This design comes from an exercise in tuning for small area and a short achievable clock period on the open sky130 flow, not from production work. No run shown here included a check of the RTL's function; only the layout flow was run. Power is estimated from default activity; no workload was simulated.

==> flow/design.v, too long to show whole: its modules and the start of the top module <==
// module and64: 7 lines
// module or64: 7 lines
// module xnor64: 7 lines
// module xor64_by_1: 7 lines
// module comp_sign_extend: 7 lines
// module set_lsb: 6 lines
// module vadder64: 15 lines
// module shift64: 462 lines
// module lt65: 7 lines
// module gt65: 7 lines
// module mux8_to_1_x64: 38 lines
// module alu64: 534 lines
// module alu64_sync: 48 lines
module alu64_sync(
    input clk,
    input en,
    input MD,
    input [2:0] OP,
    input [63:0] R1,
    input [63:0] R2,
    output reg EQ,
    output reg GT,
    output reg LT,
    output reg OVR,
    output reg [63:0] Q
    );
  // ...
==> flow/flow/run.sh <==
#!/bin/bash
# Layout flow: the standard.sh throughout, with two changes.
#  1. Synthesis runs with a copy of the ORFS scripts whose ABC area script is
#     replaced by flow/abc_area.script (the &nf mapper with area recovery);
#     everything else in synthesis (synth_recipe.tcl, synth.tcl) is unchanged.
#  2. The port buffers use the smallest buffer cell (buf_1).
set -euo pipefail
rm -rf scripts_mod
cp -r "$FLOW_HOME/scripts" scripts_mod
cp flow/abc_area.script scripts_mod/abc_area.script
bash standard.sh SCRIPTS_DIR="$PWD/scripts_mod" ABC_AREA=1 synth > synth.log 2>&1
bash standard.sh BUFFER_PORTS_ARGS="-buffer_cell sky130_fd_sc_hd__buf_1" finish > standard.log 2>&1
==> flow/flow/abc_area.script <==
strash
&get -n
&st
&dch
&nf
&put
topo
stime -c
buffer -c
upsize -c
dnsize -c
==> flow/standard.sh <==
#!/bin/bash
# synth_recipe.tcl (not shown) runs the flow's synth.tcl, then flattens the netlist and writes it again
# the make line also repeats each setting of config.mk as NAME=value (left out here)
make -C /OpenROAD-flow-scripts/flow DESIGN_CONFIG=/design/flow/config.mk WORK_HOME=/design/flow/orfs CLKGATE_MAP_FILE= SYNTH_SCRIPT=/design/flow/synth_recipe.tcl "${@:-finish}"
==> flow/config.mk <==
export PLATFORM = sky130hd
export DESIGN_NAME = alu64_sync
export DESIGN_NICKNAME = alu64_sync
export VERILOG_FILES = /design/flow/design.v
export SDC_FILE = /design/flow/constraint.sdc
export NUM_CORES = 4
export LEC_CHECK = 0
export ABC_AREA = 1
export CAP_MARGIN = 20
export CORE_MARGIN = 2
export CORE_UTILIZATION = 40
export CTS_BUF_LIST = sky130_fd_sc_hd__clkbuf_4 sky130_fd_sc_hd__clkbuf_8
export SETUP_SLACK_MARGIN = 1.5
export SLEW_MARGIN = 20
==> flow/constraint.sdc <==
create_clock -name core_clock -period 4.0 [get_ports {clk}]
set_input_delay 0.8000 -clock core_clock [delete_from_list [all_inputs] [get_ports {clk}]]
set_output_delay 0.8000 -clock core_clock [all_outputs]
set_load 0.01 [all_outputs]
==> run_results.csv, run 1 <==
group,metric,value,unit
global_route,grt_max_degree,112,
clock_network,cts_max_level,4,
layout,comb.multi_input.count,1535,
synthesis,yosys.area.top_type,"dfxtp_1",
route,drt-total-wl,60.15,mm
timing,min_period,2.855,ns
synthesis,synthAdderAreaFrac,0,
layout,post-route-util,0.4817,
setup_path,cp_data_arrival_time,3.22,ns
power,irDropWorstVdd,0.2145,mV
setup_path,crit_chain,"clkbuf_16 > buf_12 > buf_16 > xnor3_2 > mux2_4 > a221o_1 > a221o_1 > a221o_1 > a31oi_4 > o31ai_2",
timing,slew_violations,0,
outcome,outcome,"timing/DRC/antenna clean",
layout,fill_cells,3788,
route,met1Wirelength,26.25,mm
clock_network,cts_buffers,17,
timing,final.period_utilization,0.7138,
floorplanning,start_util,0.4041,
power,power_frac_seq,0.344,
floorplanning,die_w,198.6,um
route,vias_per_cell,6.070,
placed_design,portBuffers,201,
layout,fin_cells,2597,
clock_network,cts_setup_buffers,37,
synthesis,synth_cells,1916,
setup_path,r2r_setup_slack,1.50,ns
synthesis,synth.area.top_cells,"dfxtp_1, o21ai_0, mux4_2, xnor3_1, nand2_1",
synthesis,synth_fp_nets,2050,
global_route,globalRoute.totalOverflow,0,
layout,biggestCellCategory,"multi-input gates",
synthesis,synth_simple_gate_area_frac,0.1622,
layout,signal_buffers,318,
synthesis,synth_top_family_by_area,"compound AO/OA/AOI/OAI gates",
route,route.detailed.drc,0,
setup_path,crit_slowest_cell,"a221o_1",
layout,stdcell_area,18060,um^2
timing,hold_viol_final,0,
synthesis,netlist_top_cells_count,"o21ai_0, nand2_1, nor2_1",
setup_path,crit_type,"input port to register",
layout,multi_input_area_share,0.6454,
setup_path,crit_end,"BC_r[14]$_DFF_P_",
route,wl_met3,4.293,mm
timing,fin_hold_ws,0.3411,ns
route,wl_met2,27.75,mm
==> module alu64, before the edit <==
module alu64(en, MD, OP, R1, R2, D, V, FILL, REV, BC, SLT, SGT, LT, EQ, OVR);
    input en;
    input MD;
    input [2:0] OP;
    input [63:0] R1;
    input [63:0] R2;
    output [63:0] D;       
    output [5:0] V;        
    output FILL;           
    output REV;            
    output [15:1] BC;       
    output SLT;            
    output SGT;            
    output LT;
    output EQ;
    output OVR;
    wire [63:0] a = R1;
    wire [63:0] b = R2;
    wire [63:0] p = a ^ b ^ {64{MD}};    
    wire [63:0] g = a & ~p;              
    wire [63:0] cl;    
    wire g0c = g[0] | (p[0] & MD);
    wire G0_1 = g[1] | (p[1] & g0c);
    wire P0_1 = p[1] & p[0];
    wire G0_3 = g[3] | (p[3] & g[2]);
    wire P0_3 = p[3] & p[2];
    wire G1_2 = g[2] | (p[2] & G0_1);
    wire P1_2 = p[2] & P0_1;
    wire G1_3 = G0_3 | (P0_3 & G0_1);
    wire P1_3 = P0_3 & P0_1;
    assign cl[0] = MD;
    assign cl[1] = g0c;
    assign cl[2] = G0_1;
    assign cl[3] = G1_2;
    wire G0_5 = g[5] | (p[5] & g[4]);
    wire P0_5 = p[5] & p[4];
    wire G0_7 = g[7] | (p[7] & g[6]);
    wire P0_7 = p[7] & p[6];
    wire G1_6 = g[6] | (p[6] & G0_5);
    wire P1_6 = p[6] & P0_5;
    wire G1_7 = G0_7 | (P0_7 & G0_5);
    wire P1_7 = P0_7 & P0_5;
    assign cl[4] = 1'b0;
    assign cl[5] = g[4];
    assign cl[6] = G0_5;
    assign cl[7] = G1_6;
    wire G0_9 = g[9] | (p[9] & g[8]);
    wire P0_9 = p[9] & p[8];
    wire G0_11 = g[11] | (p[11] & g[10]);
    wire P0_11 = p[11] & p[10];
    wire G1_10 = g[10] | (p[10] & G0_9);
    wire P1_10 = p[10] & P0_9;
    wire G1_11 = G0_11 | (P0_11 & G0_9);
    wire P1_11 = P0_11 & P0_9;
    assign cl[8] = 1'b0;
    assign cl[9] = g[8];
    assign cl[10] = G0_9;
    assign cl[11] = G1_10;
    wire G0_13 = g[13] | (p[13] & g[12]);
    wire P0_13 = p[13] & p[12];
    wire G0_15 = g[15] | (p[15] & g[14]);
    wire P0_15 = p[15] & p[14];
    wire G1_14 = g[14] | (p[14] & G0_13);
    wire P1_14 = p[14] & P0_13;
    wire G1_15 = G0_15 | (P0_15 & G0_13);
    wire P1_15 = P0_15 & P0_13;
    assign cl[12] = 1'b0;
    assign cl[13] = g[12];
    assign cl[14] = G0_13;
    assign cl[15] = G1_14;
    wire G0_17 = g[17] | (p[17] & g[16]);
    wire P0_17 = p[17] & p[16];
    wire G0_19 = g[19] | (p[19] & g[18]);
    wire P0_19 = p[19] & p[18];
    wire G1_18 = g[18] | (p[18] & G0_17);
    wire P1_18 = p[18] & P0_17;
    wire G1_19 = G0_19 | (P0_19 & G0_17);
    wire P1_19 = P0_19 & P0_17;
    assign cl[16] = 1'b0;
    assign cl[17] = g[16];
    assign cl[18] = G0_17;
    assign cl[19] = G1_18;
    wire G0_21 = g[21] | (p[21] & g[20]);
    wire P0_21 = p[21] & p[20];
    wire G0_23 = g[23] | (p[23] & g[22]);
    wire P0_23 = p[23] & p[22];
    wire G1_22 = g[22] | (p[22] & G0_21);
    wire P1_22 = p[22] & P0_21;
    wire G1_23 = G0_23 | (P0_23 & G0_21);
    wire P1_23 = P0_23 & P0_21;
    assign cl[20] = 1'b0;
    assign cl[21] = g[20];
    assign cl[22] = G0_21;
    assign cl[23] = G1_22;
    wire G0_25 = g[25] | (p[25] & g[24]);
    wire P0_25 = p[25] & p[24];
    wire G0_27 = g[27] | (p[27] & g[26]);
    wire P0_27 = p[27] & p[26];
    wire G1_26 = g[26] | (p[26] & G0_25);
    wire P1_26 = p[26] & P0_25;
    wire G1_27 = G0_27 | (P0_27 & G0_25);
    wire P1_27 = P0_27 & P0_25;
    assign cl[24] = 1'b0;
    assign cl[25] = g[24];
    assign cl[26] = G0_25;
    assign cl[27] = G1_26;
    wire G0_29 = g[29] | (p[29] & g[28]);
    wire P0_29 = p[29] & p[28];
    wire G0_31 = g[31] | (p[31] & g[30]);
    wire P0_31 = p[31] & p[30];
    wire G1_30 = g[30] | (p[30] & G0_29);
    wire P1_30 = p[30] & P0_29;
    wire G1_31 = G0_31 | (P0_31 & G0_29);
    wire P1_31 = P0_31 & P0_29;
    assign cl[28] = 1'b0;
    assign cl[29] = g[28];
    assign cl[30] = G0_29;
    assign cl[31] = G1_30;
    wire G0_33 = g[33] | (p[33] & g[32]);
    wire P0_33 = p[33] & p[32];
    wire G0_35 = g[35] | (p[35] & g[34]);
    wire P0_35 = p[35] & p[34];
    wire G1_34 = g[34] | (p[34] & G0_33);
    wire P1_34 = p[34] & P0_33;
    wire G1_35 = G0_35 | (P0_35 & G0_33);
    wire P1_35 = P0_35 & P0_33;
    assign cl[32] = 1'b0;
    assign cl[33] = g[32];
    assign cl[34] = G0_33;
    assign cl[35] = G1_34;
    wire G0_37 = g[37] | (p[37] & g[36]);
    wire P0_37 = p[37] & p[36];
    wire G0_39 = g[39] | (p[39] & g[38]);
    wire P0_39 = p[39] & p[38];
    wire G1_38 = g[38] | (p[38] & G0_37);
    wire P1_38 = p[38] & P0_37;
    wire G1_39 = G0_39 | (P0_39 & G0_37);
    wire P1_39 = P0_39 & P0_37;
    assign cl[36] = 1'b0;
    assign cl[37] = g[36];
    assign cl[38] = G0_37;
    assign cl[39] = G1_38;
    wire G0_41 = g[41] | (p[41] & g[40]);
    wire P0_41 = p[41] & p[40];
    wire G0_43 = g[43] | (p[43] & g[42]);
    wire P0_43 = p[43] & p[42];
    wire G1_42 = g[42] | (p[42] & G0_41);
    wire P1_42 = p[42] & P0_41;
    wire G1_43 = G0_43 | (P0_43 & G0_41);
    wire P1_43 = P0_43 & P0_41;
    assign cl[40] = 1'b0;
    assign cl[41] = g[40];
    assign cl[42] = G0_41;
    assign cl[43] = G1_42;
    wire G0_45 = g[45] | (p[45] & g[44]);
    wire P0_45 = p[45] & p[44];
    wire G0_47 = g[47] | (p[47] & g[46]);
    wire P0_47 = p[47] & p[46];
    wire G1_46 = g[46] | (p[46] & G0_45);
    wire P1_46 = p[46] & P0_45;
    wire G1_47 = G0_47 | (P0_47 & G0_45);
    wire P1_47 = P0_47 & P0_45;
    assign cl[44] = 1'b0;
    assign cl[45] = g[44];
    assign cl[46] = G0_45;
    assign cl[47] = G1_46;
    wire G0_49 = g[49] | (p[49] & g[48]);
    wire P0_49 = p[49] & p[48];
    wire G0_51 = g[51] | (p[51] & g[50]);
    wire P0_51 = p[51] & p[50];
    wire G1_50 = g[50] | (p[50] & G0_49);
    wire P1_50 = p[50] & P0_49;
    wire G1_51 = G0_51 | (P0_51 & G0_49);
    wire P1_51 = P0_51 & P0_49;
    assign cl[48] = 1'b0;
    assign cl[49] = g[48];
    assign cl[50] = G0_49;
    assign cl[51] = G1_50;
    wire G0_53 = g[53] | (p[53] & g[52]);
    wire P0_53 = p[53] & p[52];
    wire G0_55 = g[55] | (p[55] & g[54]);
    wire P0_55 = p[55] & p[54];
    wire G1_54 = g[54] | (p[54] & G0_53);
    wire P1_54 = p[54] & P0_53;
    wire G1_55 = G0_55 | (P0_55 & G0_53);
    wire P1_55 = P0_55 & P0_53;
    assign cl[52] = 1'b0;
    assign cl[53] = g[52];
    assign cl[54] = G0_53;
    assign cl[55] = G1_54;
    wire G0_57 = g[57] | (p[57] & g[56]);
    wire P0_57 = p[57] & p[56];
    wire G0_59 = g[59] | (p[59] & g[58]);
    wire P0_59 = p[59] & p[58];
    wire G1_58 = g[58] | (p[58] & G0_57);
    wire P1_58 = p[58] & P0_57;
    wire G1_59 = G0_59 | (P0_59 & G0_57);
    wire P1_59 = P0_59 & P0_57;
    assign cl[56] = 1'b0;
    assign cl[57] = g[56];
    assign cl[58] = G0_57;
    assign cl[59] = G1_58;
    wire G0_61 = g[61] | (p[61] & g[60]);
    wire P0_61 = p[61] & p[60];
    wire G0_63 = g[63] | (p[63] & g[62]);
    wire P0_63 = p[63] & p[62];
    wire G1_62 = g[62] | (p[62] & G0_61);
    wire P1_62 = p[62] & P0_61;
    wire G1_63 = G0_63 | (P0_63 & G0_61);
    wire P1_63 = P0_63 & P0_61;
    assign cl[60] = 1'b0;
    assign cl[61] = g[60];
    assign cl[62] = G0_61;
    assign cl[63] = G1_62;
    wire BG0_1 = G1_7 | (P1_7 & G1_3);
    wire BP0_1 = P1_7 & P1_3;
    wire BG0_3 = G1_15 | (P1_15 & G1_11);
    wire BP0_3 = P1_15 & P1_11;
    wire BG0_5 = G1_23 | (P1_23 & G1_19);
    wire BP0_5 = P1_23 & P1_19;
    wire BG0_7 = G1_31 | (P1_31 & G1_27);
    wire BP0_7 = P1_31 & P1_27;
    wire BG0_9 = G1_39 | (P1_39 & G1_35);
    wire BP0_9 = P1_39 & P1_35;
    wire BG0_11 = G1_47 | (P1_47 & G1_43);
    wire BP0_11 = P1_47 & P1_43;
    wire BG0_13 = G1_55 | (P1_55 & G1_51);
    wire BP0_13 = P1_55 & P1_51;
    wire BG0_15 = G1_63 | (P1_63 & G1_59);
    wire BP0_15 = P1_63 & P1_59;
    wire BG1_2 = G1_11 | (P1_11 & BG0_1);
    wire BP1_2 = P1_11 & BP0_1;
    wire BG1_3 = BG0_3 | (BP0_3 & BG0_1);
    wire BP1_3 = BP0_3 & BP0_1;
    wire BG1_6 = G1_27 | (P1_27 & BG0_5);
    wire BP1_6 = P1_27 & BP0_5;
    wire BG1_7 = BG0_7 | (BP0_7 & BG0_5);
    wire BP1_7 = BP0_7 & BP0_5;
    wire BG1_10 = G1_43 | (P1_43 & BG0_9);
    wire BP1_10 = P1_43 & BP0_9;
    wire BG1_11 = BG0_11 | (BP0_11 & BG0_9);
    wire BP1_11 = BP0_11 & BP0_9;
    wire BG1_14 = G1_59 | (P1_59 & BG0_13);
    wire BP1_14 = P1_59 & BP0_13;
    wire BG1_15 = BG0_15 | (BP0_15 & BG0_13);
    wire BP1_15 = BP0_15 & BP0_13;
    wire BG2_4 = G1_19 | (P1_19 & BG1_3);
    wire BP2_4 = P1_19 & BP1_3;
    wire BG2_5 = BG0_5 | (BP0_5 & BG1_3);
    wire BP2_5 = BP0_5 & BP1_3;
    wire BG2_6 = BG1_6 | (BP1_6 & BG1_3);
    wire BP2_6 = BP1_6 & BP1_3;
    wire BG2_7 = BG1_7 | (BP1_7 & BG1_3);
    wire BP2_7 = BP1_7 & BP1_3;
    wire BG2_12 = G1_51 | (P1_51 & BG1_11);
    wire BP2_12 = P1_51 & BP1_11;
    wire BG2_13 = BG0_13 | (BP0_13 & BG1_11);
    wire BP2_13 = BP0_13 & BP1_11;
    wire BG2_14 = BG1_14 | (BP1_14 & BG1_11);
    wire BP2_14 = BP1_14 & BP1_11;
    wire BG2_15 = BG1_15 | (BP1_15 & BG1_11);
    wire BP2_15 = BP1_15 & BP1_11;
    wire BG3_8 = G1_35 | (P1_35 & BG2_7);
    wire BP3_8 = P1_35 & BP2_7;
    wire BG3_9 = BG0_9 | (BP0_9 & BG2_7);
    wire BP3_9 = BP0_9 & BP2_7;
    wire BG3_10 = BG1_10 | (BP1_10 & BG2_7);
    wire BP3_10 = BP1_10 & BP2_7;
    wire BG3_11 = BG1_11 | (BP1_11 & BG2_7);
    wire BP3_11 = BP1_11 & BP2_7;
    wire BG3_12 = BG2_12 | (BP2_12 & BG2_7);
    wire BP3_12 = BP2_12 & BP2_7;
    wire BG3_13 = BG2_13 | (BP2_13 & BG2_7);
    wire BP3_13 = BP2_13 & BP2_7;
    wire BG3_14 = BG2_14 | (BP2_14 & BG2_7);
    wire BP3_14 = BP2_14 & BP2_7;
    wire BG3_15 = BG2_15 | (BP2_15 & BG2_7);
    wire BP3_15 = BP2_15 & BP2_7;
    wire [16:0] bc;    
    assign bc[0] = MD;
    assign bc[1] = G1_3;
    assign bc[2] = BG0_1;
    assign bc[3] = BG1_2;
    assign bc[4] = BG1_3;
    assign bc[5] = BG2_4;
    assign bc[6] = BG2_5;
    assign bc[7] = BG2_6;
    assign bc[8] = BG2_7;
    assign bc[9] = BG3_8;
    assign bc[10] = BG3_9;
    assign bc[11] = BG3_10;
    assign bc[12] = BG3_11;
    assign bc[13] = BG3_12;
    assign bc[14] = BG3_13;
    assign bc[15] = BG3_14;
    assign bc[16] = BG3_15;
    wire [63:0] s0 = p ^ cl;
    assign OVR = bc[16];
    wire [63:0] lg;
    wire [63:0] le;
    assign lg[62:0] = ~a[62:0] & p[62:0];
    assign lg[63] = a[63] & p[63];
    assign le = ~p;
    wire CL0_0 = lg[1] | (le[1] & lg[0]);
    wire CE0_0 = le[1] & le[0];
    wire CL0_1 = lg[3] | (le[3] & lg[2]);
    wire CE0_1 = le[3] & le[2];
    wire CL0_2 = lg[5] | (le[5] & lg[4]);
    wire CE0_2 = le[5] & le[4];
    wire CL0_3 = lg[7] | (le[7] & lg[6]);
    wire CE0_3 = le[7] & le[6];
    wire CL0_4 = lg[9] | (le[9] & lg[8]);
    wire CE0_4 = le[9] & le[8];
    wire CL0_5 = lg[11] | (le[11] & lg[10]);
    wire CE0_5 = le[11] & le[10];
    wire CL0_6 = lg[13] | (le[13] & lg[12]);
    wire CE0_6 = le[13] & le[12];
    wire CL0_7 = lg[15] | (le[15] & lg[14]);
    wire CE0_7 = le[15] & le[14];
    wire CL0_8 = lg[17] | (le[17] & lg[16]);
    wire CE0_8 = le[17] & le[16];
    wire CL0_9 = lg[19] | (le[19] & lg[18]);
    wire CE0_9 = le[19] & le[18];
    wire CL0_10 = lg[21] | (le[21] & lg[20]);
    wire CE0_10 = le[21] & le[20];
    wire CL0_11 = lg[23] | (le[23] & lg[22]);
    wire CE0_11 = le[23] & le[22];
    wire CL0_12 = lg[25] | (le[25] & lg[24]);
    wire CE0_12 = le[25] & le[24];
    wire CL0_13 = lg[27] | (le[27] & lg[26]);
    wire CE0_13 = le[27] & le[26];
    wire CL0_14 = lg[29] | (le[29] & lg[28]);
    wire CE0_14 = le[29] & le[28];
    wire CL0_15 = lg[31] | (le[31] & lg[30]);
    wire CE0_15 = le[31] & le[30];
    wire CL0_16 = lg[33] | (le[33] & lg[32]);
    wire CE0_16 = le[33] & le[32];
    wire CL0_17 = lg[35] | (le[35] & lg[34]);
    wire CE0_17 = le[35] & le[34];
    wire CL0_18 = lg[37] | (le[37] & lg[36]);
    wire CE0_18 = le[37] & le[36];
    wire CL0_19 = lg[39] | (le[39] & lg[38]);
    wire CE0_19 = le[39] & le[38];
    wire CL0_20 = lg[41] | (le[41] & lg[40]);
    wire CE0_20 = le[41] & le[40];
    wire CL0_21 = lg[43] | (le[43] & lg[42]);
    wire CE0_21 = le[43] & le[42];
    wire CL0_22 = lg[45] | (le[45] & lg[44]);
    wire CE0_22 = le[45] & le[44];
    wire CL0_23 = lg[47] | (le[47] & lg[46]);
    wire CE0_23 = le[47] & le[46];
    wire CL0_24 = lg[49] | (le[49] & lg[48]);
    wire CE0_24 = le[49] & le[48];
    wire CL0_25 = lg[51] | (le[51] & lg[50]);
    wire CE0_25 = le[51] & le[50];
    wire CL0_26 = lg[53] | (le[53] & lg[52]);
    wire CE0_26 = le[53] & le[52];
    wire CL0_27 = lg[55] | (le[55] & lg[54]);
    wire CE0_27 = le[55] & le[54];
    wire CL0_28 = lg[57] | (le[57] & lg[56]);
    wire CE0_28 = le[57] & le[56];
    wire CL0_29 = lg[59] | (le[59] & lg[58]);
    wire CE0_29 = le[59] & le[58];
    wire CL0_30 = lg[61] | (le[61] & lg[60]);
    wire CE0_30 = le[61] & le[60];
    wire CL0_31 = lg[63] | (le[63] & lg[62]);
    wire CE0_31 = le[63] & le[62];
    wire CL1_0 = CL0_1 | (CE0_1 & CL0_0);
    wire CE1_0 = CE0_1 & CE0_0;
    wire CL1_1 = CL0_3 | (CE0_3 & CL0_2);
    wire CE1_1 = CE0_3 & CE0_2;
    wire CL1_2 = CL0_5 | (CE0_5 & CL0_4);
    wire CE1_2 = CE0_5 & CE0_4;
    wire CL1_3 = CL0_7 | (CE0_7 & CL0_6);
    wire CE1_3 = CE0_7 & CE0_6;
    wire CL1_4 = CL0_9 | (CE0_9 & CL0_8);
    wire CE1_4 = CE0_9 & CE0_8;
    wire CL1_5 = CL0_11 | (CE0_11 & CL0_10);
    wire CE1_5 = CE0_11 & CE0_10;
    wire CL1_6 = CL0_13 | (CE0_13 & CL0_12);
    wire CE1_6 = CE0_13 & CE0_12;
    wire CL1_7 = CL0_15 | (CE0_15 & CL0_14);
    wire CE1_7 = CE0_15 & CE0_14;
    wire CL1_8 = CL0_17 | (CE0_17 & CL0_16);
    wire CE1_8 = CE0_17 & CE0_16;
    wire CL1_9 = CL0_19 | (CE0_19 & CL0_18);
    wire CE1_9 = CE0_19 & CE0_18;
    wire CL1_10 = CL0_21 | (CE0_21 & CL0_20);
    wire CE1_10 = CE0_21 & CE0_20;
    wire CL1_11 = CL0_23 | (CE0_23 & CL0_22);
    wire CE1_11 = CE0_23 & CE0_22;
    wire CL1_12 = CL0_25 | (CE0_25 & CL0_24);
    wire CE1_12 = CE0_25 & CE0_24;
    wire CL1_13 = CL0_27 | (CE0_27 & CL0_26);
    wire CE1_13 = CE0_27 & CE0_26;
    wire CL1_14 = CL0_29 | (CE0_29 & CL0_28);
    wire CE1_14 = CE0_29 & CE0_28;
    wire CL1_15 = CL0_31 | (CE0_31 & CL0_30);
    wire CE1_15 = CE0_31 & CE0_30;
    wire CL2_0 = CL1_1 | (CE1_1 & CL1_0);
    wire CE2_0 = CE1_1 & CE1_0;
    wire CL2_1 = CL1_3 | (CE1_3 & CL1_2);
    wire CE2_1 = CE1_3 & CE1_2;
    wire CL2_2 = CL1_5 | (CE1_5 & CL1_4);
    wire CE2_2 = CE1_5 & CE1_4;
    wire CL2_3 = CL1_7 | (CE1_7 & CL1_6);
    wire CE2_3 = CE1_7 & CE1_6;
    wire CL2_4 = CL1_9 | (CE1_9 & CL1_8);
    wire CE2_4 = CE1_9 & CE1_8;
    wire CL2_5 = CL1_11 | (CE1_11 & CL1_10);
    wire CE2_5 = CE1_11 & CE1_10;
    wire CL2_6 = CL1_13 | (CE1_13 & CL1_12);
    wire CE2_6 = CE1_13 & CE1_12;
    wire CL2_7 = CL1_15 | (CE1_15 & CL1_14);
    wire CE2_7 = CE1_15 & CE1_14;
    wire CL3_0 = CL2_1 | (CE2_1 & CL2_0);
    wire CE3_0 = CE2_1 & CE2_0;
    wire CL3_1 = CL2_3 | (CE2_3 & CL2_2);
    wire CE3_1 = CE2_3 & CE2_2;
    wire CL3_2 = CL2_5 | (CE2_5 & CL2_4);
    wire CE3_2 = CE2_5 & CE2_4;
    wire CL3_3 = CL2_7 | (CE2_7 & CL2_6);
    wire CE3_3 = CE2_7 & CE2_6;
    wire CL4_0 = CL3_1 | (CE3_1 & CL3_0);
    wire CE4_0 = CE3_1 & CE3_0;
    wire CL4_1 = CL3_3 | (CE3_3 & CL3_2);
    wire CE4_1 = CE3_3 & CE3_2;
    wire CL5_0 = CL4_1 | (CE4_1 & CL4_0);
    wire CE5_0 = CE4_1 & CE4_0;
    wire lt0 = CL5_0;
    wire eq0 = CE5_0;
    wire eq1 = &p;
    assign LT = MD ? ~OVR : lt0;
    assign EQ = MD ? eq1 : eq0;
    wire s_add = en & (OP == 3'b000);
    wire s_shl = en & (OP == 3'b001);
    wire s_shr = en & (OP == 3'b101);
    wire op_x = en & (OP == 3'b100);
    wire op_o = en & (OP == 3'b110);
    wire op_a = en & (OP == 3'b111);
    wire pas = ~en;
    wire sh0 = b[0];
    wire shr_a = s_shr & ~sh0;    
    wire shr_b = s_shr & sh0;     
    wire shl_a = s_shl & ~sh0;    
    wire shl_b = s_shl & sh0;     
    wire t01 = op_x | op_o;
    wire t10 = op_x | op_o | pas | shr_a;
    wire t11 = op_o | op_a | pas | shr_a;
    assign SLT = en & (OP == 3'b010);
    assign SGT = en & (OP == 3'b011);
    assign REV = s_shl;
    assign FILL = s_shr & MD & a[63];
    assign V = {(s_shl | s_shr) ? b[5:1] : 5'd0, 1'b0};
    assign BC[1] = s_add & bc[1];
    assign BC[2] = s_add & bc[2];
    assign BC[3] = s_add & bc[3];
    assign BC[4] = s_add & bc[4];
    assign BC[5] = s_add & bc[5];
    assign BC[6] = s_add & bc[6];
    assign BC[7] = s_add & bc[7];
    assign BC[8] = s_add & bc[8];
    assign BC[9] = s_add & bc[9];
    assign BC[10] = s_add & bc[10];
    assign BC[11] = s_add & bc[11];
    assign BC[12] = s_add & bc[12];
    assign BC[13] = s_add & bc[13];
    assign BC[14] = s_add & bc[14];
    assign BC[15] = s_add & bc[15];
    assign D[0] = (s_add & s0[0]) | (b[0] ? (a[0] ? t11 : t01) : (a[0] & t10)) | (shl_a & a[63]) | (shr_b & a[1]) | (shl_b & a[62]);
    assign D[1] = (s_add & s0[1]) | (b[1] ? (a[1] ? t11 : t01) : (a[1] & t10)) | (shl_a & a[62]) | (shr_b & a[2]) | (shl_b & a[61]);
    assign D[2] = (s_add & s0[2]) | (b[2] ? (a[2] ? t11 : t01) : (a[2] & t10)) | (shl_a & a[61]) | (shr_b & a[3]) | (shl_b & a[60]);
    assign D[3] = (s_add & s0[3]) | (b[3] ? (a[3] ? t11 : t01) : (a[3] & t10)) | (shl_a & a[60]) | (shr_b & a[4]) | (shl_b & a[59]);
    assign D[4] = (s_add & s0[4]) | (b[4] ? (a[4] ? t11 : t01) : (a[4] & t10)) | (shl_a & a[59]) | (shr_b & a[5]) | (shl_b & a[58]);
    assign D[5] = (s_add & s0[5]) | (b[5] ? (a[5] ? t11 : t01) : (a[5] & t10)) | (shl_a & a[58]) | (shr_b & a[6]) | (shl_b & a[57]);
    assign D[6] = (s_add & s0[6]) | (b[6] ? (a[6] ? t11 : t01) : (a[6] & t10)) | (shl_a & a[57]) | (shr_b & a[7]) | (shl_b & a[56]);
    assign D[7] = (s_add & s0[7]) | (b[7] ? (a[7] ? t11 : t01) : (a[7] & t10)) | (shl_a & a[56]) | (shr_b & a[8]) | (shl_b & a[55]);
    assign D[8] = (s_add & s0[8]) | (b[8] ? (a[8] ? t11 : t01) : (a[8] & t10)) | (shl_a & a[55]) | (shr_b & a[9]) | (shl_b & a[54]);
    assign D[9] = (s_add & s0[9]) | (b[9] ? (a[9] ? t11 : t01) : (a[9] & t10)) | (shl_a & a[54]) | (shr_b & a[10]) | (shl_b & a[53]);
    assign D[10] = (s_add & s0[10]) | (b[10] ? (a[10] ? t11 : t01) : (a[10] & t10)) | (shl_a & a[53]) | (shr_b & a[11]) | (shl_b & a[52]);
    assign D[11] = (s_add & s0[11]) | (b[11] ? (a[11] ? t11 : t01) : (a[11] & t10)) | (shl_a & a[52]) | (shr_b & a[12]) | (shl_b & a[51]);
    assign D[12] = (s_add & s0[12]) | (b[12] ? (a[12] ? t11 : t01) : (a[12] & t10)) | (shl_a & a[51]) | (shr_b & a[13]) | (shl_b & a[50]);
    assign D[13] = (s_add & s0[13]) | (b[13] ? (a[13] ? t11 : t01) : (a[13] & t10)) | (shl_a & a[50]) | (shr_b & a[14]) | (shl_b & a[49]);
    assign D[14] = (s_add & s0[14]) | (b[14] ? (a[14] ? t11 : t01) : (a[14] & t10)) | (shl_a & a[49]) | (shr_b & a[15]) | (shl_b & a[48]);
    assign D[15] = (s_add & s0[15]) | (b[15] ? (a[15] ? t11 : t01) : (a[15] & t10)) | (shl_a & a[48]) | (shr_b & a[16]) | (shl_b & a[47]);
    assign D[16] = (s_add & s0[16]) | (b[16] ? (a[16] ? t11 : t01) : (a[16] & t10)) | (shl_a & a[47]) | (shr_b & a[17]) | (shl_b & a[46]);
    assign D[17] = (s_add & s0[17]) | (b[17] ? (a[17] ? t11 : t01) : (a[17] & t10)) | (shl_a & a[46]) | (shr_b & a[18]) | (shl_b & a[45]);
    assign D[18] = (s_add & s0[18]) | (b[18] ? (a[18] ? t11 : t01) : (a[18] & t10)) | (shl_a & a[45]) | (shr_b & a[19]) | (shl_b & a[44]);
    assign D[19] = (s_add & s0[19]) | (b[19] ? (a[19] ? t11 : t01) : (a[19] & t10)) | (shl_a & a[44]) | (shr_b & a[20]) | (shl_b & a[43]);
    assign D[20] = (s_add & s0[20]) | (b[20] ? (a[20] ? t11 : t01) : (a[20] & t10)) | (shl_a & a[43]) | (shr_b & a[21]) | (shl_b & a[42]);
    assign D[21] = (s_add & s0[21]) | (b[21] ? (a[21] ? t11 : t01) : (a[21] & t10)) | (shl_a & a[42]) | (shr_b & a[22]) | (shl_b & a[41]);
    assign D[22] = (s_add & s0[22]) | (b[22] ? (a[22] ? t11 : t01) : (a[22] & t10)) | (shl_a & a[41]) | (shr_b & a[23]) | (shl_b & a[40]);
    assign D[23] = (s_add & s0[23]) | (b[23] ? (a[23] ? t11 : t01) : (a[23] & t10)) | (shl_a & a[40]) | (shr_b & a[24]) | (shl_b & a[39]);
    assign D[24] = (s_add & s0[24]) | (b[24] ? (a[24] ? t11 : t01) : (a[24] & t10)) | (shl_a & a[39]) | (shr_b & a[25]) | (shl_b & a[38]);
    assign D[25] = (s_add & s0[25]) | (b[25] ? (a[25] ? t11 : t01) : (a[25] & t10)) | (shl_a & a[38]) | (shr_b & a[26]) | (shl_b & a[37]);
    assign D[26] = (s_add & s0[26]) | (b[26] ? (a[26] ? t11 : t01) : (a[26] & t10)) | (shl_a & a[37]) | (shr_b & a[27]) | (shl_b & a[36]);
    assign D[27] = (s_add & s0[27]) | (b[27] ? (a[27] ? t11 : t01) : (a[27] & t10)) | (shl_a & a[36]) | (shr_b & a[28]) | (shl_b & a[35]);
    assign D[28] = (s_add & s0[28]) | (b[28] ? (a[28] ? t11 : t01) : (a[28] & t10)) | (shl_a & a[35]) | (shr_b & a[29]) | (shl_b & a[34]);
    assign D[29] = (s_add & s0[29]) | (b[29] ? (a[29] ? t11 : t01) : (a[29] & t10)) | (shl_a & a[34]) | (shr_b & a[30]) | (shl_b & a[33]);
    assign D[30] = (s_add & s0[30]) | (b[30] ? (a[30] ? t11 : t01) : (a[30] & t10)) | (shl_a & a[33]) | (shr_b & a[31]) | (shl_b & a[32]);
    assign D[31] = (s_add & s0[31]) | (b[31] ? (a[31] ? t11 : t01) : (a[31] & t10)) | (shl_a & a[32]) | (shr_b & a[32]) | (shl_b & a[31]);
    assign D[32] = (s_add & s0[32]) | (b[32] ? (a[32] ? t11 : t01) : (a[32] & t10)) | (shl_a & a[31]) | (shr_b & a[33]) | (shl_b & a[30]);
    assign D[33] = (s_add & s0[33]) | (b[33] ? (a[33] ? t11 : t01) : (a[33] & t10)) | (shl_a & a[30]) | (shr_b & a[34]) | (shl_b & a[29]);
    assign D[34] = (s_add & s0[34]) | (b[34] ? (a[34] ? t11 : t01) : (a[34] & t10)) | (shl_a & a[29]) | (shr_b & a[35]) | (shl_b & a[28]);
    assign D[35] = (s_add & s0[35]) | (b[35] ? (a[35] ? t11 : t01) : (a[35] & t10)) | (shl_a & a[28]) | (shr_b & a[36]) | (shl_b & a[27]);
    assign D[36] = (s_add & s0[36]) | (b[36] ? (a[36] ? t11 : t01) : (a[36] & t10)) | (shl_a & a[27]) | (shr_b & a[37]) | (shl_b & a[26]);
    assign D[37] = (s_add & s0[37]) | (b[37] ? (a[37] ? t11 : t01) : (a[37] & t10)) | (shl_a & a[26]) | (shr_b & a[38]) | (shl_b & a[25]);
    assign D[38] = (s_add & s0[38]) | (b[38] ? (a[38] ? t11 : t01) : (a[38] & t10)) | (shl_a & a[25]) | (shr_b & a[39]) | (shl_b & a[24]);
    assign D[39] = (s_add & s0[39]) | (b[39] ? (a[39] ? t11 : t01) : (a[39] & t10)) | (shl_a & a[24]) | (shr_b & a[40]) | (shl_b & a[23]);
    assign D[40] = (s_add & s0[40]) | (b[40] ? (a[40] ? t11 : t01) : (a[40] & t10)) | (shl_a & a[23]) | (shr_b & a[41]) | (shl_b & a[22]);
    assign D[41] = (s_add & s0[41]) | (b[41] ? (a[41] ? t11 : t01) : (a[41] & t10)) | (shl_a & a[22]) | (shr_b & a[42]) | (shl_b & a[21]);
    assign D[42] = (s_add & s0[42]) | (b[42] ? (a[42] ? t11 : t01) : (a[42] & t10)) | (shl_a & a[21]) | (shr_b & a[43]) | (shl_b & a[20]);
    assign D[43] = (s_add & s0[43]) | (b[43] ? (a[43] ? t11 : t01) : (a[43] & t10)) | (shl_a & a[20]) | (shr_b & a[44]) | (shl_b & a[19]);
    assign D[44] = (s_add & s0[44]) | (b[44] ? (a[44] ? t11 : t01) : (a[44] & t10)) | (shl_a & a[19]) | (shr_b & a[45]) | (shl_b & a[18]);
    assign D[45] = (s_add & s0[45]) | (b[45] ? (a[45] ? t11 : t01) : (a[45] & t10)) | (shl_a & a[18]) | (shr_b & a[46]) | (shl_b & a[17]);
    assign D[46] = (s_add & s0[46]) | (b[46] ? (a[46] ? t11 : t01) : (a[46] & t10)) | (shl_a & a[17]) | (shr_b & a[47]) | (shl_b & a[16]);
    assign D[47] = (s_add & s0[47]) | (b[47] ? (a[47] ? t11 : t01) : (a[47] & t10)) | (shl_a & a[16]) | (shr_b & a[48]) | (shl_b & a[15]);
    assign D[48] = (s_add & s0[48]) | (b[48] ? (a[48] ? t11 : t01) : (a[48] & t10)) | (shl_a & a[15]) | (shr_b & a[49]) | (shl_b & a[14]);
    assign D[49] = (s_add & s0[49]) | (b[49] ? (a[49] ? t11 : t01) : (a[49] & t10)) | (shl_a & a[14]) | (shr_b & a[50]) | (shl_b & a[13]);
    assign D[50] = (s_add & s0[50]) | (b[50] ? (a[50] ? t11 : t01) : (a[50] & t10)) | (shl_a & a[13]) | (shr_b & a[51]) | (shl_b & a[12]);
    assign D[51] = (s_add & s0[51]) | (b[51] ? (a[51] ? t11 : t01) : (a[51] & t10)) | (shl_a & a[12]) | (shr_b & a[52]) | (shl_b & a[11]);
    assign D[52] = (s_add & s0[52]) | (b[52] ? (a[52] ? t11 : t01) : (a[52] & t10)) | (shl_a & a[11]) | (shr_b & a[53]) | (shl_b & a[10]);
    assign D[53] = (s_add & s0[53]) | (b[53] ? (a[53] ? t11 : t01) : (a[53] & t10)) | (shl_a & a[10]) | (shr_b & a[54]) | (shl_b & a[9]);
    assign D[54] = (s_add & s0[54]) | (b[54] ? (a[54] ? t11 : t01) : (a[54] & t10)) | (shl_a & a[9]) | (shr_b & a[55]) | (shl_b & a[8]);
    assign D[55] = (s_add & s0[55]) | (b[55] ? (a[55] ? t11 : t01) : (a[55] & t10)) | (shl_a & a[8]) | (shr_b & a[56]) | (shl_b & a[7]);
    assign D[56] = (s_add & s0[56]) | (b[56] ? (a[56] ? t11 : t01) : (a[56] & t10)) | (shl_a & a[7]) | (shr_b & a[57]) | (shl_b & a[6]);
    assign D[57] = (s_add & s0[57]) | (b[57] ? (a[57] ? t11 : t01) : (a[57] & t10)) | (shl_a & a[6]) | (shr_b & a[58]) | (shl_b & a[5]);
    assign D[58] = (s_add & s0[58]) | (b[58] ? (a[58] ? t11 : t01) : (a[58] & t10)) | (shl_a & a[5]) | (shr_b & a[59]) | (shl_b & a[4]);
    assign D[59] = (s_add & s0[59]) | (b[59] ? (a[59] ? t11 : t01) : (a[59] & t10)) | (shl_a & a[4]) | (shr_b & a[60]) | (shl_b & a[3]);
    assign D[60] = (s_add & s0[60]) | (b[60] ? (a[60] ? t11 : t01) : (a[60] & t10)) | (shl_a & a[3]) | (shr_b & a[61]) | (shl_b & a[2]);
    assign D[61] = (s_add & s0[61]) | (b[61] ? (a[61] ? t11 : t01) : (a[61] & t10)) | (shl_a & a[2]) | (shr_b & a[62]) | (shl_b & a[1]);
    assign D[62] = (s_add & s0[62]) | (b[62] ? (a[62] ? t11 : t01) : (a[62] & t10)) | (shl_a & a[1]) | (shr_b & a[63]) | (shl_b & a[0]);
    assign D[63] = (s_add & s0[63]) | (b[63] ? (a[63] ? t11 : t01) : (a[63] & t10)) | (shl_a & a[0]) | (shr_b & MD & a[63]) | (shl_b & 1'b0);
endmodule
==> run 2, diff against run 1 <==
--- a/flow/design.v
+++ b/flow/design.v
@@ -878,11 +878,12 @@
     assign bc[16] = BG3_15;
     wire [63:0] s0 = p ^ cl;
     assign OVR = bc[16];
-    wire [63:0] lg;
-    wire [63:0] le;
-    assign lg[62:0] = ~a[62:0] & p[62:0];
-    assign lg[63] = a[63] & p[63];
-    assign le = ~p;
+    wire [63:0] x = a ^ b;
+    wire [63:0] lg;    
+    wire [63:0] le;    
+    assign lg[62:0] = ~a[62:0] & x[62:0];
+    assign lg[63] = x[63] & (a[63] ^ MD);
+    assign le = ~x;
     wire CL0_0 = lg[1] | (le[1] & lg[0]);
     wire CE0_0 = le[1] & le[0];
     wire CL0_1 = lg[3] | (le[3] & lg[2]);
@@ -1009,11 +1010,8 @@
     wire CE4_1 = CE3_3 & CE3_2;
     wire CL5_0 = CL4_1 | (CE4_1 & CL4_0);
     wire CE5_0 = CE4_1 & CE4_0;
-    wire lt0 = CL5_0;
-    wire eq0 = CE5_0;
-    wire eq1 = &p;
-    assign LT = MD ? ~OVR : lt0;
-    assign EQ = MD ? eq1 : eq0;
+    assign LT = CL5_0;
+    assign EQ = CE5_0;
     wire s_add = en & (OP == 3'b000);
     wire s_shl = en & (OP == 3'b001);
     wire s_shr = en & (OP == 3'b101);
==> flow/flow/run.sh (replaced) <==
#!/bin/bash
# Standard ORFS layout (the standard.sh), with the port buffers made from the
# smallest buffer cell instead of the one buffer_ports picks by default.
set -euo pipefail
bash standard.sh BUFFER_PORTS_ARGS="-buffer_cell sky130_fd_sc_hd__buf_1" finish > standard.log 2>&1
--- a/flow/config.mk
+++ b/flow/config.mk
@@ -8,7 +8,7 @@
 export ABC_AREA = 1
 export CAP_MARGIN = 20
 export CORE_MARGIN = 2
-export CORE_UTILIZATION = 40
+export CORE_UTILIZATION = 55
 export CTS_BUF_LIST = sky130_fd_sc_hd__clkbuf_4 sky130_fd_sc_hd__clkbuf_8
-export SETUP_SLACK_MARGIN = 1.5
+export SETUP_SLACK_MARGIN = 1.7
 export SLEW_MARGIN = 20
removed: flow/flow/abc_area.script
==> run_results.csv, run 2 <==
group,metric,value,unit
clock_network,clk_pin_slew,0.10,ns
setup_path,crit_chain,"buf_4 > inv_8 > buf_4 > nand2_1 > and2_4 > inv_1 > nand3_1 > or2_4 > nor2_2 > nand2_1 > nor2_1 > nand3_1 > nand2_1",
setup_path,max_stage_delay,0.28,ns
timing,slew_headroom,0.5313,
global_route,grt_max_degree,70,
synthesis,synth_edf_count,0,
timing,final.period_utilization,0.5634,
synthesis,netlist_top_cells_count,"nand2_1, nand3_1, inv_1",
hold_path,hold_class,"register to register",
setup_path,cp-end-kind,"register",
clock_network,cts_tree,"yes",
clock_network,clk_latency,0.49,ns
setup_path,rr_worst_depth,12,
floorplanning,io_pins,202,
global_route,grt_usage,0.4315,
power,p_per_area,308.7,nW/um^2
route,drt-pass1-iter-count,9,
power,p_switching,2.378,mW
setup_path,cp.depth,13,
synthesis,ys_seq_area_frac,0.2056,
timing,tightest_slew,0.7031,ns
clock_network,cts_buffers,17,
setup_path,cp_top_family,"simple AND/OR/NAND/NOR gates",
floorplanning,start_util,0.5573,
synthesis,synth_top_area_share,0.2221,
timing,hold_viol_final,0,
global_route,grt_pass1_wl,97.86,mm
timing,fin_worst_skew,0.02080,ns
route,dr.first_iter.drc_count,2920,
layout,area_delta_synth_final,14.89,%
power,irDropWorstVdd,0.2048,mV
synthesis,synthesis.yosys.warnings,1,
placed_design,hpwl,49.29,mm
setup_path,path_max_fanout,29,
placed_design,place_congestion,1.039,
route,drt-total-wl,66.17,mm
power,leakagePower,8.478,nW
floorplanning,fp.dieH,171.8,um
floorplanning,die_w,171.8,um
layout,num_antenna_cells,0,
clock_network,root_buffer,"clkbuf_8",
clock_network,cts_sinks,159,
route,ant_nets,0,
global_route,antenna_found_initial,1,
setup_path,cp_data_arrival_time,2.68,ns
power,switching_share,0.4330,
timing,slew_violations,0,
clock_network,cts_max_level,4,
synthesis,netlist_area,15480,um^2
clock_network,postCtsHoldBufs,0,
floorplanning,core.rowCount,61,
route,drt-wirelength-per-cell,20.38,um
layout,fin_nets,3023,
layout,layout_commonest_cell,"nand2_1",
route,vias,20450,
layout,largestRegisters,"D_r (64), Q (64), BC_r (15)",
power,p_clk_frac,0.230,
timing,setup_viol,0,
placed_design,portBuffers,201,
timing,setup_tns,0,ns
global_route,grt_pass1_vias,17630,
timing,min_period,2.254,ns
synthesis,yosys_most_used_dff,"dfxtp_1",
setup_path,critPathBufInv,4,
setup_path,crit_type,"input port to register",
synthesis,synth_cells,2715,
job,cap_violations,0,
layout,drive_above_1_share,0.1081,
synthesis,yosys.area.top_type,"nand2_1",
floorplanning,core,27780,um^2
synthesis,synth_seq_cells,159,
timing,clock.fmax,0.4437,GHz
power,power.total,5.492,mW
power,power_frac_seq,0.352,
route,vias_per_cell,6.299,
hold_path,whs_path_depth,0,
clock_network,clock_path_buffers,2,
synthesis,synth_fp_nets,2881,
floorplanning,dieArea,29510,um^2
timing,rsz0062_at_grt,"yes",
setup_path,crit_top_cell,"nand2_1",
layout,layout_common_cells,"nand2_1, nand3_1, inv_1",
synthesis,syn_avg_cell_area,5.703,um^2
route,route.detailed.drc,0,
power,combPwrFrac,0.418,
setup_path,crit_slowest_cell,"or2_4",
outcome,outcome,"timing/DRC/antenna clean",
synthesis,synth.distinct_cells,51,
global_route,globalRoute.totalOverflow,0,
synthesis,async_reset_ff_frac,0,
power,intPower,3.114,mW
synthesis,synth_most_common_cell,"nand2_1",
setup_path,cp-start-kind,"input port",
synthesis,synth.area.top_cells,"nand2_1, dfxtp_1, nand3_1, o21ai_0, inv_1",
setup_path,worstPathRequired,4.43,ns
==> run 2: cell types whose count changed after synthesis, sizes merged, moves of 40 or more <==
cell | before | now
clkbuf | 131 | 74
inv | 40 | 277
mux2 | 47 | 0
mux2i | 71 | 7
mux4 | 42 | 0
nand2 | 222 | 923
nand3 | 55 | 340
o22ai | 4 | 51
xnor2 | 67 | 21
xnor3 | 40 | 0
==> run 2: layout make-up <==
type	count	area (um^2)
clock buffers	18	241.5
clock inverters	13	155.1
fillers	2743	9993
inverters	278	1075
multi-input cells	2140	11210
flip-flops and latches	159	3192
well taps	378	473.0
repair buffers	261	1441
==> run 2: timing repair <==
| item | CTS | global route |
|---|---|---|
| pin swaps | 3 | 31 |
| buffers inserted | 6 | 10 |
| cloned | 0 | 3 |
| resized for setup | 52 | 186 |
| setup endpoints to repair | 97 | 109 |
==> run 2: cell families after synthesis <==
logic type,count (synthesis),synth area share
AOI/OAI and AO/OA,550,0.2152
adders and majority gates,32,0.02586
xor gates and xnor gates,55,0.03402
DFF,159,0.2056
muxes,7,0.004526
and+or+nand+nor,1496,0.4061
buffers and inverters,416,0.1087
==> run 2: stage by stage <==
stage          setup slack, ns  std cells    util  area [um^2]  hold WS (ns)
2_1_floorplan            1.701       2715       -        15570        0.3096
3_3_place_gp            0.8947       3196  0.5936        16490        0.4141
3_5_place_dp            0.8372       3196  0.5936        16490        0.4181
4_1_cts                  1.699       3233  0.6149        17080        0.4500
5_1_grt                  1.653       3247  0.6403        17790        0.4478
6_report                 1.746       3247  0.6403        17790        0.4521
==> run 2: power groups by stage <==
stage | combinational (mW) | sequential [mW] | clock (mW)
final | 2.29 | 1.94 | 1.26
after global placement | 2.02 | 1.96 | 0
after floorplan | 1.33 | 1.97 | 0
after global routing | 2.50 | 1.96 | 1.33
after detailed placement | 2.05 | 1.97 | 0
after CTS | 2.09 | 1.93 | 1.26
==> run 2: final timing paths <==
path,slack [ns],to,from
worst min-delay path,0.45,OVR$_DFF_P_,OVR_r$_DFF_P_
worst min register to register,0.45,OVR$_DFF_P_,OVR_r$_DFF_P_
worst max-delay path,1.75,BC_r[15]$_DFF_P_,MD
worst max register to register,1.75,Q[24]$_DFF_P_,V_r[1]$_SDFF_PN0_
==> run 2: per-layer routing <==
metal,global-route usage,up-vias,wire length (um)
met5,0,-,13
met4,0.2331,2,4748
met1,0.5814,9156,25270
met3,0.08399,306,8848
met2,0.6476,1582,27290
li1,-,9408,-
==> run 3, diff against run 2 <==
--- a/flow/config.mk
+++ b/flow/config.mk
@@ -8,7 +8,7 @@
 export ABC_AREA = 1
 export CAP_MARGIN = 20
 export CORE_MARGIN = 2
-export CORE_UTILIZATION = 55
+export CORE_UTILIZATION = 50
 export CTS_BUF_LIST = sky130_fd_sc_hd__clkbuf_4 sky130_fd_sc_hd__clkbuf_8
 export SETUP_SLACK_MARGIN = 1.7
 export SLEW_MARGIN = 20
==> run_results.csv, run 3 <==
group,metric,value,unit
outcome,outcome,"timing/DRC/antenna clean",
job,cap_violations,0,
route,dr.first_iter.drc_count,2547,
setup_path,rr_worst_depth,10,
floorplanning,core.rowCount,64,
setup_path,r2r-end,"Q[23]$_DFF_P_",
timing,setup_ws,1.685,ns
setup_path,cp_data_arrival_time,2.68,ns
hold_path,hold_class,"register to register",
clock_network,clk_latency,0.48,ns
setup_path,cp_top_family,"simple AND/OR/NAND/NOR gates",
hold_path,hp-start,"OVR_r$_DFF_P_",
global_route,grt_usage,0.3913,
layout,drive_above_1_share,0.1055,
route,route.detailed.drc,0,
setup_path,r2r-start,"V_r[2]$_SDFF_PN0_",
layout,num_antenna_cells,0,
hold_path,whs_path_depth,0,
route,drt-pass1-iter-count,6,
timing,min_period,2.315,ns
hold_path,worstHoldEndpoint,"OVR$_DFF_P_",
timing,slew_violations,0,
placed_design,place_congestion,1.038,
synthesis,netlist_area,15480,um^2
layout,layout_commonest_cell,"nand2_1",
synthesis,synth.area.top_cells,"nand2_1, dfxtp_1, nand3_1, o21ai_0, inv_1",
layout,post-route-util,0.5810,
setup_path,crit_type,"register to register",
layout,fill_cells,3166,
floorplanning,core,30510,um^2
layout,multi_input_area,11150,um^2
timing,hold_viol_final,0,
synthesis,synthesis.yosys.warnings,1,
clock_network,cts_tree,"yes",
setup_path,r2r_setup_slack,1.69,ns
synthesis,synth_cells,2715,
timing,fin_worst_skew,0.02312,ns
timing,setup_tns,0,ns
synthesis,yosys_most_used_dff,"dfxtp_1",
layout,register_area,3191,um^2
clock_network,cts_buffers,17,
placed_design,hpwl,49.88,mm
synthesis,synth_seq_cells,159,
layout,layout_common_cells,"nand2_1, nand3_1, inv_1",
synthesis,syn_avg_cell_area,5.703,um^2
global_route,grt_pass1_vias,17800,
global_route,globalRoute.totalOverflow,0,
power,irDropWorstVdd,0.2317,mV
synthesis,synth_fp_nets,2881,
floorplanning,die_w,180.0,um
timing,slew_headroom,0.2926,
setup_path,path_max_fanout,57,
setup_path,crit_slowest_cell,"dfxtp_2",
clock_network,clock_path_buffers,2,
clock_network,cts_sinks,159,
setup_path,critPathBufInv,1,
synthesis,synth_edf_count,0,
synthesis,synth_top_area_share,0.2221,
timing,tightest_slew,1.060,ns
placed_design,portBuffers,201,
layout,area_delta_synth_final,14.48,%
clock_network,postCtsHoldBufs,0,
setup_path,cp-start-kind,"register",
route,ant_nets,0,
floorplanning,fp.dieH,180.0,um
timing,rsz0062_at_grt,"yes",
synthesis,synth_most_common_cell,"nand2_1",
route,drt-wirelength-per-cell,20.50,um
synthesis,ys_seq_area_frac,0.2056,
clock_network,cts_max_level,4,
global_route,grt_max_degree,70,
floorplanning,start_util,0.5075,
layout,largestRegisters,"D_r (64), Q (64), BC_r (15)",
global_route,grt_pass1_wl,99.92,mm
floorplanning,io_pins,202,
route,drt-total-wl,67.02,mm
timing,setup_viol,0,
setup_path,cp-end-kind,"register",
synthesis,yosys.area.top_type,"nand2_1",
placed_design,preCtsSetupSlack,0.7011,ns
clock_network,root_buffer,"clkbuf_8",
power,leakagePower,8.442,nW
setup_path,max_stage_delay,0.41,ns
setup_path,crit_chain,"buf_8 > nand3_1 > o21ai_1 > nand2_1 > o21ai_0 > o21ai_1 > or2_2 > nand3_1 > nand2_1 > xor2_1",
synthesis,synth.distinct_cells,51,
synthesis,netlist_top_cells_count,"nand2_1, nand3_1, inv_1",
route,vias,20140,
timing,final.period_utilization,0.5787,
global_route,antenna_found_initial,2,
power,p_per_area,306.5,nW/um^2
synthesis,async_reset_ff_frac,0,
timing,clock.fmax,0.4320,GHz
layout,fin_nets,3026,
route,vias_per_cell,6.162,
clock_network,clk_pin_slew,0.09,ns
floorplanning,dieArea,32390,um^2
setup_path,worstPathRequired,4.36,ns
[run 3: worst reg2reg max path, stage by stage, from the launching register on]
cell     delay [ns]
dfxtp_2        0.41
buf_8          0.34
nand3_1        0.15
o21ai_1        0.22
nand2_1        0.13
o21ai_0        0.16
o21ai_1        0.12
or2_2          0.34
nand3_1        0.08
nand2_1        0.10
xor2_1         0.15
[run 3: layer usage]
layer / global-route usage / vias to the layer above / part of all wire
met5: 0 / - / 0
met4: 0.2039 / 0 / 0.062
met3: 0.06929 / 258 / 0.13
met2: 0.5845 / 1463 / 0.42
met1: 0.5375 / 9009 / 0.40
li1: - / 9413 / -
[run 3: timing repair]
action,CTS,global route
setup buffers,6,14
setup endpoints to repair,133,131
resized for setup,70,154
pin swaps,5,22
gates cloned,2,2
[run 3: how the worst max path moves through the flow]
stage,startpoint,endpoint,slack (ns),cells after the start
floorplan,R1[10],BC_r[10]$_DFF_P_,1.70,15
global placement,MD,BC_r[9]$_DFF_P_,0.80,14
detailed placement,MD,BC_r[9]$_DFF_P_,0.70,14
CTS,R1[6],BC_r[10]$_DFF_P_,1.70,17
global route,V_r[1]$_SDFF_PN0_,Q[8]$_DFF_P_,1.61,14
finish,V_r[2]$_SDFF_PN0_,Q[23]$_DFF_P_,1.69,10
[run 3: kinds of logic (layout without fill, tap and decap cells)]
kind of cell / count (synthesis) / count (layout) / share of synthesized area
AO/OA/AOI/OAI: 550 / 550 / 0.2152
XOR/XNOR: 55 / 55 / 0.03402
adder cells (fa/ha/maj): 32 / 32 / 0.02586
buffers and inverters: 416 / 574 / 0.1087
flip-flops: 159 / 159 / 0.2056
multiplexers: 7 / 7 / 0.004526
AND/OR/NAND/NOR: 1496 / 1496 / 0.4061
[run 3: stage by stage]
step                total power [mW]  instances  hold slack (ns)  cell area (um^2)
finish                         5.432       3269           0.4116             17720
global route                   5.734       3269           0.4128             17720
CTS                            5.263       3253           0.4236             17150
detailed placement             4.029       3213           0.4154             16490
global placement               4.011       3213           0.4253             16490
floorplan                      3.301       2715           0.3096             15570
[run 3: power by group]
part	internal [mW]	switching [mW]
Combinational	0.740	1.57
Clock	0.482	0.728
Sequential	1.80	0.116
Total	3.02	2.41
[run 3: layout make-up]
cell class	instances	share of cell area
clock buffer	18	0.01398
clock inverter	14	0.007553
multi-input combinational	2140	0.6289
timing repair inverter	2	0.0009177
sequential	159	0.1800
tap	396	0.02795
timing repair buffer	262	0.07942
inverter	278	0.06127
==> run 4, diff against run 3 <==
--- a/flow/config.mk
+++ b/flow/config.mk
@@ -8,7 +8,7 @@
 export ABC_AREA = 1
 export CAP_MARGIN = 20
 export CORE_MARGIN = 2
-export CORE_UTILIZATION = 50
+export CORE_UTILIZATION = 55
 export CTS_BUF_LIST = sky130_fd_sc_hd__clkbuf_4 sky130_fd_sc_hd__clkbuf_8
-export SETUP_SLACK_MARGIN = 1.7
+export SETUP_SLACK_MARGIN = 1.75
 export SLEW_MARGIN = 20
==> run_results.csv, run 4 <==
group,metric,value,unit
floorplanning,core.rowCount,61,
layout,layout_common_cells,"nand2_1, nand3_1, inv_1",
placed_design,place_area,16560,um^2
timing,hold_viol_final,0,
timing,min_period,2.307,ns
setup_path,crit_type,"register to register",
timing,slew_headroom,0.4925,
floorplanning,die_w,171.8,um
global_route,grt_pass1_vias,17990,
layout,largestRegisters,"D_r (64), Q (64), BC_r (15)",
job,cap_violations,0,
route,route.detailed.drc,0,
timing,fin_worst_skew,0.03010,ns
layout,stdcell_area,18130,um^2
synthesis,synth_fp_nets,2881,
outcome,outcome,"timing/DRC/antenna clean",
clock_network,cts_max_level,4,
placed_design,portBuffers,201,
layout,area_delta_synth_final,17.11,%
synthesis,synth.distinct_cells,51,
floorplanning,io_pins,202,
placed_design,preCtsSetupSlack,0.9521,ns
layout,fill_cells,2771,
synthesis,synth_top_area_share,0.2221,
clock_network,root_buffer,"clkbuf_8",
route,drt-wirelength-per-cell,21.22,um
synthesis,synth_seq_cells,159,
layout,layout_commonest_cell,"nand2_1",
route,vias,21000,
synthesis,synth_most_common_cell,"nand2_1",
timing,setup_viol,0,
route,drt-total-wl,69.10,mm
synthesis,synthesis.yosys.warnings,1,
layout,drive_above_1_share,0.1213,
setup_path,path_max_fanout,21,
clock_network,cts_buffers,17,
floorplanning,fp.dieH,171.8,um
clock_network,cts_tree,"yes",
clock_network,clk_latency,0.50,ns
route,drt-pass1-iter-count,13,
power,leakagePower,8.591,nW
setup_path,cp-start-kind,"register",
global_route,globalRoute.totalOverflow,0,
global_route,grt_usage,0.4408,
floorplanning,start_util,0.5573,
power,p_per_area,312.4,nW/um^2
synthesis,syn_avg_cell_area,5.703,um^2
timing,fin_hold_ws,0.4212,ns
timing,slew_violations,0,
synthesis,netlist_area,15480,um^2
global_route,antenna_found_initial,1,
synthesis,yosys_most_used_dff,"dfxtp_1",
synthesis,yosys.area.top_type,"nand2_1",
setup_path,cp-end-kind,"register",
synthesis,synth.area.top_cells,"nand2_1, dfxtp_1, nand3_1, o21ai_0, inv_1",
floorplanning,core,27780,um^2
placed_design,hpwl,49.68,mm
timing,clock.fmax,0.4335,GHz
placed_design,place_congestion,1.057,
power,irDropWorstVdd,0.2046,mV
layout,multi_input_area,11360,um^2
timing,rsz0062_at_grt,"yes",
route,vias_per_cell,6.449,
clock_network,clk_pin_slew,0.08,ns
hold_path,hold_class,"register to register",
global_route,grt_max_degree,67,
synthesis,synth_cells,2715,
synthesis,async_reset_ff_frac,0,
route,ant_nets,0,
timing,tightest_slew,0.7594,ns
synthesis,netlist_top_cells_count,"nand2_1, nand3_1, inv_1",
floorplanning,dieArea,29510,um^2
setup_path,worstPathRequired,4.37,ns
global_route,grt_pass1_wl,99.76,mm
timing,setup_ws,1.693,ns
synthesis,ys_seq_area_frac,0.2056,
timing,setup_tns,0,ns
clock_network,cts_sinks,159,
timing,final.period_utilization,0.5767,
layout,register_area,3191,um^2
clock_network,clock_path_buffers,2,
clock_network,postCtsHoldBufs,0,
route,dr.first_iter.drc_count,3024,
setup_path,cp_data_arrival_time,2.67,ns
layout,fin_nets,3032,
setup_path,rr_worst_depth,11,
synthesis,synth_edf_count,0,
hold_path,whs_path_depth,0,
==> run 4: metrics by stage <==
| step | instances | utilization | power (mW) |
|---|---|---|---|
| 5_1_grt | 3256 | 0.6526 | 5.931 |
| 2_1_floorplan | 2715 | - | 3.312 |
| 3_3_place_gp | 3191 | 0.5959 | 3.995 |
| 4_1_cts | 3225 | 0.6220 | 5.390 |
| 3_5_place_dp | 3191 | 0.5959 | 4.030 |
| 6_report | 3256 | 0.6526 | 5.664 |
==> run 4: kinds of logic (layout without fill, tap and decap cells) <==
group	after synthesis	in the layout	synth area share
AOI/OAI and AO/OA	550	550	0.2152
and+or+nand+nor	1496	1496	0.4061
buffers and inverters	416	578	0.1087
xor gates and xnor gates	55	55	0.03402
DFF	159	159	0.2056
muxes	7	7	0.004526
other	0	1	0
adders and majority gates	32	32	0.02586
==> run 4: power breakdown <==
group	switching, mW	internal, mW
combinational	1.59	0.775
clock	0.656	0.696
sequential	0.148	1.80
==> run 4: what timing repair did <==
item,4_1_cts,5_1_grt
buffers inserted,1,25
pin swaps,2,31
cloned,3,5
endpoints found under the setup margin,112,140
gates resized for setup,78,192
==> run 4: critical path: stages, from the launching register on <==
cell and delay (ns):
dfxtp_4 0.42, clkbuf_16 0.22, o21ai_0 0.26, nand2_1 0.08, nand2_1 0.13, a21oi_1 0.10, o21ai_0 0.35, nand2_1 0.26
nand3_1 0.18, nand2_1 0.07, nand2_1 0.06, nand2_1 0.06
==> run 4: layer usage <==
metal,track usage,part of all wire
met5,0,0
met4,0.2791,0.077
met3,0.1054,0.15
met2,0.6459,0.41
met1,0.5787,0.36
==> run 4: final cells by class <==
cell class	count	share of cell area
antenna	1	0.0001380
clock buffer	20	0.01415
clock inverter	10	0.009040
inverter	278	0.06135
multi-input combinational	2140	0.6267
sequential	159	0.1760
tap	378	0.02609
timing repair buffer	267	0.08516
timing repair inverter	3	0.001380
==> run 4: path summary, 6_finish.rpt <==
kind / endpoint / slack [ns] / start
max reg2reg: Q[32]$_DFF_P_ / 1.69 / V_r[1]$_SDFF_PN0_
min reg2reg: OVR$_DFF_P_ / 0.42 / OVR_r$_DFF_P_
min: OVR$_DFF_P_ / 0.42 / OVR_r$_DFF_P_
max: Q[32]$_DFF_P_ / 1.69 / V_r[1]$_SDFF_PN0_

-- what the ideal ports hide --
The results above use ideal ports. As a check the final layouts listed here were re-extracted and re-timed, cells and wires unchanged.
Step 1 (the two cells are an assumption about what drives the block):
set clk [get_ports {clk}]
set_driving_cell -lib_cell sky130_fd_sc_hd__clkbuf_16 $clk
set_driving_cell -lib_cell sky130_fd_sc_hd__buf_2 [delete_from_list [all_inputs] $clk]
Step 2 moves the port delays by t, midway between the first and last clock arrival at a register: inputs arrive t later, outputs are due t later. That takes back most of the time a late clock gives input paths.
Slacks: ideal / step 1 / step 2; pairs: ideal / step 1.
run | shift t [ns] | slack for setup (ns) | worst setup path at the end
run 1 | 0.532 | 1.145 / 1.151 / 0.619 | input to register
run 2 | 0.518 | 1.746 / 1.747 / 1.233 | input to register
run 3 | 0.504 | 1.685 / 1.685 / 1.206 | input to register
run 4 | 0.516 | 1.693 / 1.693 / 1.245 | input to register
After both steps every run listed still meets setup and hold. The setup slack of run 1, which loses most, moves by +0.006 ns with the drivers and by -0.526 ns with both steps.
